Source: an optimization exercise on an open RTL-to-GDS flow (aim: small area). Production flows keep margins and buffers that such runs may drop. The RTL was checked by simulation tests, not by an equivalence proof against the original design.

Setup of oak:
## top
module top(
    input  wire       clk,
    input  wire       rst,
    input  wire       button,
    input  wire       uart_rx,
    input  wire [7:0] data_in,
    output wire       uart_tx,
    output wire [7:0] led_cx,
    output wire [7:0] led_en
    );
Size: ~29 I/O pins, about 5600 um2 of cells after synthesis.
clock: 10.0 ns
lec_check: 0
cap_margin: 20
core_margin: 2
core_utilization: 40
slew_margin: 20
standard.sh (not shown) runs the stock make flow with config.mk's settings and CLKGATE_MAP_FILE= SYNTH_SCRIPT=/design/flow/synth_recipe.tcl, a recipe that flattens the netlist after the stock synthesis.
==> flow/flow/run.sh <==
#!/bin/bash
# Standard ORFS layout with smaller port buffers and a clock tree without dummy loads.
set -euo pipefail
bash standard.sh \
  BUFFER_PORTS_ARGS="-buffer_cell sky130_fd_sc_hd__buf_1" \
  CTS_ARGS="-sink_clustering_enable -repair_clock_nets -dont_use_dummy_load -buf_list sky130_fd_sc_hd__clkbuf_8" \
  finish > flow.log 2>&1
Edits applied to the flow inputs when going from oak to pine:
Settings: an added CTS_CLUSTER_DIAMETER of 200; an added CTS_BUF_LIST of sky130_fd_sc_hd__clkbuf_8; a change of CORE_UTILIZATION from 40 to 60; an added CTS_CLUSTER_SIZE of 40.
==> flow/run.sh (new file) <==
#!/bin/bash
# synth_recipe.tcl (not shown) runs the flow's synth.tcl, then flattens the netlist and writes it again
# the make line also repeats each setting of config.mk as NAME=value (left out here)
make -C /OpenROAD-flow-scripts/flow DESIGN_CONFIG=/design/flow/config.mk WORK_HOME=/design/flow/orfs CLKGATE_MAP_FILE= SYNTH_SCRIPT=/design/flow/synth_recipe.tcl finish
removed: flow/flow/run.sh
removed: flow/standard.sh
==> comparison <==
pine finished every stage and its layout cleared the timing, DRC and antenna checks.
oak finished every stage and its layout cleared the timing, DRC and antenna checks.
On half-perimeter wire length after detailed placement, oak loses to pine.
Between oak and pine, wire length per cell after detailed routing increased.
Compare pine and oak | minimum period implied by the final worst setup slack lower: oak
u_led_display.sel[0] as the start point of the critical path was reported by pine, and u_led_display.c[4] by oak.
Layout overhead on the synthesized area ended up 3.8 points higher on pine than on oak.
From oak to pine the numbers moved as follows: routed wire length increased 2.7%, final worst-path setup slack decreased 430 ps.

========
The RTL this note starts from:
==> flow/design.v <==
module counter(
    input  wire clk,
    input  wire rst,
    output wire tick
    );
    reg [17:0] s;
    assign tick = (s == 18'h1add0);
    always @(posedge clk or posedge rst)
        if (rst)
            s <= 18'h3931c;
        else
            s <= {s[16:0], ~^(s & 18'h20400)} ^ ({18{tick}} & 18'h800);
endmodule
module button_debounce(
    input  wire clk,
    input  wire rst,
    input  wire button,
    output reg  valid
    );
    reg [2:0]  shift_reg;
    reg [19:0] counter;
    reg        count_flag;
    wire pos_edge_button = ~shift_reg[2] & shift_reg[1] & shift_reg[0];
    wire counter_end = (counter == 20'hc3af5);
    always @(posedge clk or posedge rst)
        if (rst)
            counter <= 0;
        else if (pos_edge_button | counter_end)
            counter <= 0;
        else
            counter <= {counter[18:0], ~^(counter & 20'h90000)};
    always @(posedge clk or posedge rst)
        if (rst)
            count_flag <= 1'b0;
        else if (pos_edge_button)
            count_flag <= 1'b0;
        else if (counter_end & shift_reg[0])
            count_flag <= 1'b1;
    always @(posedge clk or posedge rst)
        if (rst)
            shift_reg <= 3'b000;
        else
            shift_reg <= {shift_reg[1:0], button};
    always @(posedge clk or posedge rst)
        if (rst)
            valid <= 1'b0;
        else
            valid <= counter_end & shift_reg[0] & ~count_flag;
endmodule
module uart_recv(
    input  wire       clk,
    input  wire       rst,
    input  wire       din,
    output reg        valid,
    output reg  [7:0] data
    );
    reg [3:0]  phase;
    reg [13:0] counter;
    wire idle   = phase[3] & phase[1] & phase[0];       
    wire last   = phase[3] & ~phase[1] & phase[0];      
    wire tail   = phase[3] & phase[1] & ~phase[0];      
    wire sample = (counter == 14'haa2);
    wire done   = (counter == 14'h69b);
    always @(posedge clk)
        if (idle)
            counter <= 14'hd37;
        else
            counter <= {counter[12:0], ~^(counter & 14'h2015)} ^ ({14{sample}} & 14'h8);
    always @(posedge clk)
        if (sample & ~last)
            data <= {din, data[7:1]};
    always @(posedge clk or posedge rst)
        if (rst)
            phase <= 4'd11;
        else if (idle)
            phase <= din ? 4'd11 : 4'd0;
        else if (sample | (tail & done))
            phase <= phase + 4'd1;
    always @(posedge clk or posedge rst)
        if (rst)
            valid <= 1'b0;
        else
            valid <= sample & last;
endmodule
module uart_send(
    input  wire       clk,
    input  wire       rst,
    input  wire       valid,
    input  wire [7:0] data,
    output wire       dout
    );
    reg [9:0]  sh;
    reg [13:0] cnt;
    wire bit_end = (cnt == 14'haa2);
    always @(posedge clk)
        if (valid)
            cnt <= 14'haa2;
        else
            cnt <= {cnt[12:0], ~^(cnt & 14'h2015)} ^ ({14{bit_end}} & 14'h8);
    always @(posedge clk or posedge rst)
        if (rst)
            sh <= 10'h3ff;
        else if (valid)
            sh <= {data, 1'b0, sh[0]};
        else if (bit_end)
            sh <= {1'b1, sh[9:1]};
    assign dout = sh[0];
endmodule
module led_display(
    input  wire       clk,
    input  wire       rst,
    input  wire       valid,
    input  wire [7:0] data,
    output wire [7:0] led_en,
    output wire [7:0] led_cx
    );
    wire hi3 = ~data[7] & ~data[6] &  data[5] &  data[4];
    wire hi4 = ~data[7] &  data[6] & ~data[5] & ~data[4];
    wire is_hex = hi3 & (~data[3] | (~data[2] & ~data[1]))
                | hi4 & ~data[3] & (data[2] | data[1] | data[0]) & ~(data[2] & data[1] & data[0]);
    wire [4:0] code = {5{is_hex}} & {data[4], ~data[3:0]};
    reg [4:0] b0, b1, b2, b3, b4, b5, b6, b7;
    always @(posedge clk or posedge rst)
        if (rst) begin
            b0 <= 5'd0; b1 <= 5'd0; b2 <= 5'd0; b3 <= 5'd0;
            b4 <= 5'd0; b5 <= 5'd0; b6 <= 5'd0; b7 <= 5'd0;
        end else if (valid) begin
            b7 <= b6; b6 <= b5; b5 <= b4; b4 <= b3;
            b3 <= b2; b2 <= b1; b1 <= b0; b0 <= code;
        end
    wire tick;
    counter u_counter(.clk(clk), .rst(rst), .tick(tick));
    reg [2:0] sel;
    reg [4:0] c;
    always @(posedge clk or posedge rst)
        if (rst) begin
            sel <= 3'd7;
            c   <= 5'd0;
        end else if (tick) begin
            sel <= sel - 3'd1;
            case (sel)
                3'd0: c <= b0;
                3'd1: c <= b1;
                3'd2: c <= b2;
                3'd3: c <= b3;
                3'd4: c <= b4;
                3'd5: c <= b5;
                3'd6: c <= b6;
                default: c <= b7;
            endcase
        end
    assign led_en[0] = ~(sel == 3'd7);
    assign led_en[1] = ~(sel == 3'd0);
    assign led_en[2] = ~(sel == 3'd1);
    assign led_en[3] = ~(sel == 3'd2);
    assign led_en[4] = ~(sel == 3'd3);
    assign led_en[5] = ~(sel == 3'd4);
    assign led_en[6] = ~(sel == 3'd5);
    assign led_en[7] = ~(sel == 3'd6);
    assign led_cx[7] = (c[0] & c[1] & ~c[2]) | (~c[1] & ~c[3]) | (~c[1] & c[2] & ~c[4]) | (~c[0] & c[1] & c[2] & c[3] & c[4]);
    assign led_cx[6] = (c[0] & ~c[1] & ~c[2]) | (~c[0] & c[1] & ~c[2]) | (~c[1] & ~c[4]);
    assign led_cx[5] = ~((c[0] & c[1]) | (c[1] & c[2]) | (~c[0] & c[4]) | (~c[2] & c[4]) | (c[0] & c[2] & ~c[4]));
    assign led_cx[4] = (~c[0] & ~c[1] & ~c[2]) | (~c[0] & c[1] & c[2] & c[3]) | (~c[1] & ~c[2] & ~c[4]) | (c[0] & c[1] & ~c[2] & c[4]);
    assign led_cx[3] = ~((c[0] & ~c[1]) | (c[0] & c[2]) | (c[3] & ~c[4]));
    assign led_cx[2] = (~c[0] & ~c[1]) | (c[0] & c[1] & ~c[4]) | (~c[1] & c[2] & c[4]) | (~c[0] & c[2] & c[3] & c[4]);
    assign led_cx[1] = (~c[0] & ~c[1] & ~c[2]) | (c[1] & c[2] & c[3] & c[4]);
    assign led_cx[0] = 1'b1;
endmodule
module top(
    input  wire       clk,
    input  wire       rst,
    input  wire       button,
    input  wire       uart_rx,
    input  wire [7:0] data_in,
    output wire       uart_tx,
    output wire [7:0] led_cx,
    output wire [7:0] led_en
    );
    wire [7:0] data;
    wire valid_send;
    wire valid_recv;
    uart_recv u_uart_recv(.clk(clk), .rst(rst), .din(uart_rx), .valid(valid_recv), .data(data));
    button_debounce u_button_debounce(.clk(clk), .rst(rst), .button(button), .valid(valid_send));
    uart_send u_uart_send(.clk(clk), .rst(rst), .valid(valid_send), .data(data_in), .dout(uart_tx));
    led_display u_led_display(.clk(clk), .rst(rst), .valid(valid_recv), .data(data),
                              .led_en(led_en), .led_cx(led_cx));
endmodule
Settings: LEC_CHECK=0, CAP_MARGIN=20, CORE_MARGIN=2, CORE_UTILIZATION=40, SLEW_MARGIN=20; clock period 10.0 ns.
run.sh (not shown) runs the stock make flow with config.mk's settings and CLKGATE_MAP_FILE= SYNTH_SCRIPT=/design/flow/synth_recipe.tcl, a recipe that flattens the netlist after the stock synthesis.
Stock flow here: none of the scripts above is used.
Rerun with:
==> flow/flow/run.sh (new file) <==
#!/bin/bash
# Standard ORFS layout with smaller port buffers and a clock tree without dummy loads.
set -euo pipefail
bash standard.sh \
  BUFFER_PORTS_ARGS="-buffer_cell sky130_fd_sc_hd__buf_1" \
  CTS_ARGS="-sink_clustering_enable -repair_clock_nets -dont_use_dummy_load -buf_list sky130_fd_sc_hd__clkbuf_16 -sink_clustering_size 40 -sink_clustering_max_diameter 150" \
  finish > flow.log 2>&1
==> flow/standard.sh (new file) <==
#!/bin/bash
# synth_recipe.tcl (not shown) runs the flow's synth.tcl, then flattens the netlist and writes it again
# the make line also repeats each setting of config.mk as NAME=value (left out here)
make -C /OpenROAD-flow-scripts/flow DESIGN_CONFIG=/design/flow/config.mk WORK_HOME=/design/flow/orfs CLKGATE_MAP_FILE= SYNTH_SCRIPT=/design/flow/synth_recipe.tcl "${@:-finish}"
removed: flow/run.sh
- cell area decreases by 4.8%
- worst setup slack improved by 0.40 ns
- synthesized cell count is unchanged
- routed wire length is lower by 1.8%
- die area does not change

what the ideal ports hide:
The flow's constraints put no driver on any port. The routed layouts listed below were extracted and timed again, unchanged, in two steps.
Step 1 sets driving cells, clkbuf_16 on the clock port and buf_2 on the other inputs (assumed; they add their load-dependent delay and slew).
Step 2 adds t to the input delays and takes it off the output delays; t is the mean of the earliest and latest rising clock arrival at the registers after step 1. Input paths then give back, and output paths get back, about the clock's delay inside the block.
Slacks: ideal / step 1 / step 2; pairs: ideal / step 1.
run	t, ns	setup WS [ns]	worst setup path at the end	slew at the worst register clock pin (ns)
oak	0.451	6.278 / 6.242 / 6.693	register to output	0.07 / 0.07
pine	0.464	5.847 / 5.813 / 6.276	register to output	0.09 / 0.09
the first run of note 2	0.457	5.881 / 5.838 / 6.295	register to output	0.06 / 0.06
the second run of note 2	0.447	6.279 / 6.236 / 6.683	register to output	0.05 / 0.05
After both steps every run listed still meets setup and hold.
